Background: an optimization exercise with open tools, aiming at small area and a short achievable clock period. Do not read the settings as production practice. No activity file was given, so power comes from the tool's default toggle rates.

==> flow/design.v <==
`timescale 1ns/10ps
module FP_MUL(CLK, RESET, ENABLE, DATA_IN, DATA_OUT, READY);
input         CLK;
input         RESET;
input         ENABLE;
input   [7:0] DATA_IN;
output  [7:0] DATA_OUT;
output        READY;
reg     [7:0] DATA_OUT;
reg           READY;
reg     [6:0] t;
always @(posedge CLK) begin
	if (RESET || t == 7'd72)
		t <= 7'd0;
	else
		t <= t + 7'd1;
end
reg op;
always @(posedge CLK) begin
	if (t == 7'd16)
		op <= ENABLE;
end
reg    [51:0] A;
reg    [10:0] E;
reg           s;
reg    [48:0] B;
always @(posedge CLK) begin
	if (t == 7'd1) A[7:0]   <= DATA_IN;
	if (t == 7'd2) A[15:8]  <= DATA_IN;
	if (t == 7'd3) A[23:16] <= DATA_IN;
	if (t == 7'd4) A[31:24] <= DATA_IN;
	if (t == 7'd5) A[39:32] <= DATA_IN;
	if (t == 7'd6) A[47:40] <= DATA_IN;
	if (t == 7'd7) A[51:48] <= DATA_IN[3:0];
end
always @(posedge CLK) begin
	if (t == 7'd7)
		E[3:0] <= DATA_IN[7:4];
	else if (t == 7'd8)
		E[10:4] <= DATA_IN[6:0];
	else if (t == 7'd17)
		E <= E + B[48:38] + 11'd1025;    
end
always @(posedge CLK) begin
	if (t == 7'd8)
		s <= DATA_IN[7];
	else if (t == 7'd16)
		s <= s ^ DATA_IN[7];
end
integer k, j;
always @(posedge CLK) begin
	B <= {2'b00, B[48:2]};
	for (k = 0; k < 8; k = k + 1)
		if (t == 7'd9 + k)
			for (j = 0; j < 8; j = j + 1)
				if (6*k + j < 49)
					B[6*k + j] <= DATA_IN[j];
	if (t == 7'd17)
		B[48:36] <= 13'd1;
end
reg    [54:0] Sn;
reg    [52:0] Cn;
reg           cser;
reg           cflag;
reg           rc;
wire          run = (t >= 7'd10) && (t <= 7'd62);
wire          b0  = B[0];
wire          b1  = B[1];
wire   [52:0] MA   = {1'b1, A};
wire   [56:0] pp0n = ~({57{b0}} & {4'd0, MA});
wire   [56:0] pp1n = ~({57{b1}} & {3'd0, MA, 1'b0});
wire   [56:0] Sxn  = {2'b11, Sn};
wire   [56:0] Cxn  = {4'b1111, Cn};
wire   [56:0] sum1n = Sxn ^ Cxn ^ pp0n;
wire   [56:0] car1n = {(Sxn[55:0] & Cxn[55:0]) | (Sxn[55:0] & pp0n[55:0]) | (Cxn[55:0] & pp0n[55:0]), 1'b1};
wire   [56:0] sum2n = sum1n ^ car1n ^ pp1n;
wire   [56:0] car2n = {(sum1n[55:0] & car1n[55:0]) | (sum1n[55:0] & pp1n[55:0]) | (car1n[55:0] & pp1n[55:0]), 1'b1};
wire          s20  = ~sum2n[0];
wire          s21  = ~sum2n[1];
wire          c21  = ~car2n[1];
wire          out0 = s20 ^ cser;
wire          k0   = s20 & cser;
wire          out1 = s21 ^ c21 ^ k0;
wire          cout = (s21 & c21) | (s21 & k0) | (c21 & k0);
wire          ins1 = (t >= 7'd35) & out1;
wire          ins0 = (t >= 7'd36) & out0;
always @(posedge CLK) begin
	if (run) begin
		Sn   <= {~ins1, ~ins0, sum2n[54:2]};
		Cn   <= car2n[54:2];
		cser <= cout;
	end else begin
		Sn   <= {8'hff, Sn[54:8]};
		Cn   <= {53{1'b1}};
		cser <= 1'b0;
	end
end
wire   [54:0] S = ~Sn;
wire    [7:0] win = cflag ? S[9:2] : S[8:1];
wire    [8:0] inc = {1'b0, win} + {8'd0, rc};
wire    [4:0] lo  = {1'b0, win[3:0]} + {4'd0, rc};
wire    [4:0] hi  = {1'b0, E[3:0]} + {4'd0, cflag};
wire    [6:0] eh  = E[10:4] + {6'd0, rc};
always @(posedge CLK) begin
	if (t == 7'd62)
		cflag <= out1;
end
always @(posedge CLK) begin
	if (t == 7'd62) begin
		rc <= out1 ? S[3] : S[2];
	end else if (t == 7'd69) begin
		rc <= hi[4];
	end else begin
		rc <= inc[8];
	end
end
always @(posedge CLK) begin
	if (t == 7'd69)
		DATA_OUT <= {hi[3:0], lo[3:0]};
	else if (t == 7'd70)
		DATA_OUT <= {s, eh};
	else
		DATA_OUT <= inc[7:0];
end
always @(posedge CLK) begin
	if (RESET)
		READY <= 1'b0;
	else
		READY <= op && (t >= 7'd63) && (t <= 7'd70);
end
endmodule
==> flow/config.mk <==
export PLATFORM = sky130hd
export DESIGN_NAME = FP_MUL
export DESIGN_NICKNAME = FP_MUL
export VERILOG_FILES = /design/flow/design.v
export SDC_FILE = /design/flow/constraint.sdc
export NUM_CORES = 4
export LEC_CHECK = 0
export CAP_MARGIN = 20
export CORE_MARGIN = 2
export CORE_UTILIZATION = 40
export SLEW_MARGIN = 20
==> flow/constraint.sdc <==
create_clock -name core_clock -period 12.5 [get_ports {CLK}]
set_input_delay 2.5000 -clock core_clock [delete_from_list [all_inputs] [get_ports {CLK}]]
set_output_delay 2.5000 -clock core_clock [all_outputs]
set_load 0.01 [all_outputs]
standard.sh (not shown) runs the stock make flow with config.mk's settings and CLKGATE_MAP_FILE= SYNTH_SCRIPT=/design/flow/synth_recipe.tcl, a recipe that flattens the netlist after the stock synthesis.
==> flow/flow/run.sh <==
#!/bin/bash
# Standard ORFS layout with fast port buffers and a larger setup margin for repair_timing.
set -euo pipefail
bash standard.sh "BUFFER_PORTS_ARGS=-buffer_cell sky130_fd_sc_hd__buf_2" SETUP_SLACK_MARGIN=0 finish > make_finish.log 2>&1
The first run passed the timing, design-rule and antenna checks.
Next try:
==> flow/run.sh (new file) <==
#!/bin/bash
# synth_recipe.tcl (not shown) runs the flow's synth.tcl, then flattens the netlist and writes it again
# the make line also repeats each setting of config.mk as NAME=value (left out here)
make -C /OpenROAD-flow-scripts/flow DESIGN_CONFIG=/design/flow/config.mk WORK_HOME=/design/flow/orfs CLKGATE_MAP_FILE= SYNTH_SCRIPT=/design/flow/synth_recipe.tcl finish
- ABC_AREA: default -> 1
- CTS_BUF_LIST: default -> sky130_fd_sc_hd__clkbuf_2 sky130_fd_sc_hd__clkbuf_4
removed: flow/flow/run.sh
removed: flow/standard.sh
What happened: Core utilization goes up by 0.94 points; wire length increases by 11%; die area came out lower by 0.51%; setup slack is worse by 450 ps; global-route usage is higher by 2.2 points.
Next try:
==> flow/flow/run.sh (new file) <==
#!/bin/bash
# Standard ORFS layout with fast port buffers and a larger setup margin for repair_timing.
set -euo pipefail
bash standard.sh "BUFFER_PORTS_ARGS=-buffer_cell sky130_fd_sc_hd__buf_2" SETUP_SLACK_MARGIN=8 finish > make_finish.log 2>&1
==> flow/standard.sh (new file) <==
#!/bin/bash
# synth_recipe.tcl (not shown) runs the flow's synth.tcl, then flattens the netlist and writes it again
# the make line also repeats each setting of config.mk as NAME=value (left out here)
make -C /OpenROAD-flow-scripts/flow DESIGN_CONFIG=/design/flow/config.mk WORK_HOME=/design/flow/orfs CLKGATE_MAP_FILE= SYNTH_SCRIPT=/design/flow/synth_recipe.tcl "${@:-finish}"
- ABC_AREA: 1 -> default
- CTS_BUF_LIST: sky130_fd_sc_hd__clkbuf_2 sky130_fd_sc_hd__clkbuf_4 -> default
removed: flow/run.sh
What happened:
- The new run completed without violations
- final cell count is lower by about a fifth
- sequential share of layout area hardly moves
- power is higher slightly
- routed wire length is lower by roughly a tenth
- register-to-register slack degrades by 120 ps
- fmax is higher by roughly a tenth
Next try:
==> flow/run.sh (new file) <==
#!/bin/bash
# synth_recipe.tcl (not shown) runs the flow's synth.tcl, then flattens the netlist and writes it again
# the make line also repeats each setting of config.mk as NAME=value (left out here)
make -C /OpenROAD-flow-scripts/flow DESIGN_CONFIG=/design/flow/config.mk WORK_HOME=/design/flow/orfs CLKGATE_MAP_FILE= SYNTH_SCRIPT=/design/flow/synth_recipe.tcl finish
removed: flow/flow/run.sh
removed: flow/standard.sh
Outcome: Setup slack loses 420 ps. Fmax falls by about 10%. Design area rises by about 0.9%. Non-clock buffer count is unchanged. Wire length rises by about 1.6%. Global-route usage rises by 0.20 points. Synthesized area does not change. Utilization rises by 0.41 points. Sequential power hardly moves. Hold slack hardly moves.
No functional check of the RTL was part of any run of this note.

-- afterwards: timing with drivers on the ports --
How much do the figures lean on ideal ports? The routed layouts below were timed once more, with nothing changed but the port constraints.
Step 1 assumes that a clkbuf_16 drives the clock port and a buf_2 every other input.
Step 2 moves the port delays by t, midway between the first and last clock arrival at a register: inputs arrive t later, outputs are due t later. That takes back most of the time a late clock gives input paths.
Slacks: no drivers / after step 1 / after step 2; pairs: no drivers / after step 1.
run | t (ns) | slack for setup (ns) | worst setup path at the end | latest minus earliest clock arrival (ns) | worst register clock-pin slew, ns
the first run | 0.582 | 8.939 / 8.890 / 9.108 | input to register | 0.024 / 0.024 | 0.06 / 0.06
the second run | 0.693 | 8.486 / 8.441 / 8.322 | input to register | 0.044 / 0.044 | 0.08 / 0.08
the third run | 0.582 | 8.939 / 8.890 / 9.108 | input to register | 0.024 / 0.024 | 0.06 / 0.06
the fourth run | 0.576 | 8.523 / 8.474 / 8.329 | input to register | 0.011 / 0.010 | 0.06 / 0.06
After both steps setup and hold are still met in every run listed. The setup slack of the fourth run, which loses most, moves by -0.049 ns with the drivers and by -0.194 ns with both steps.
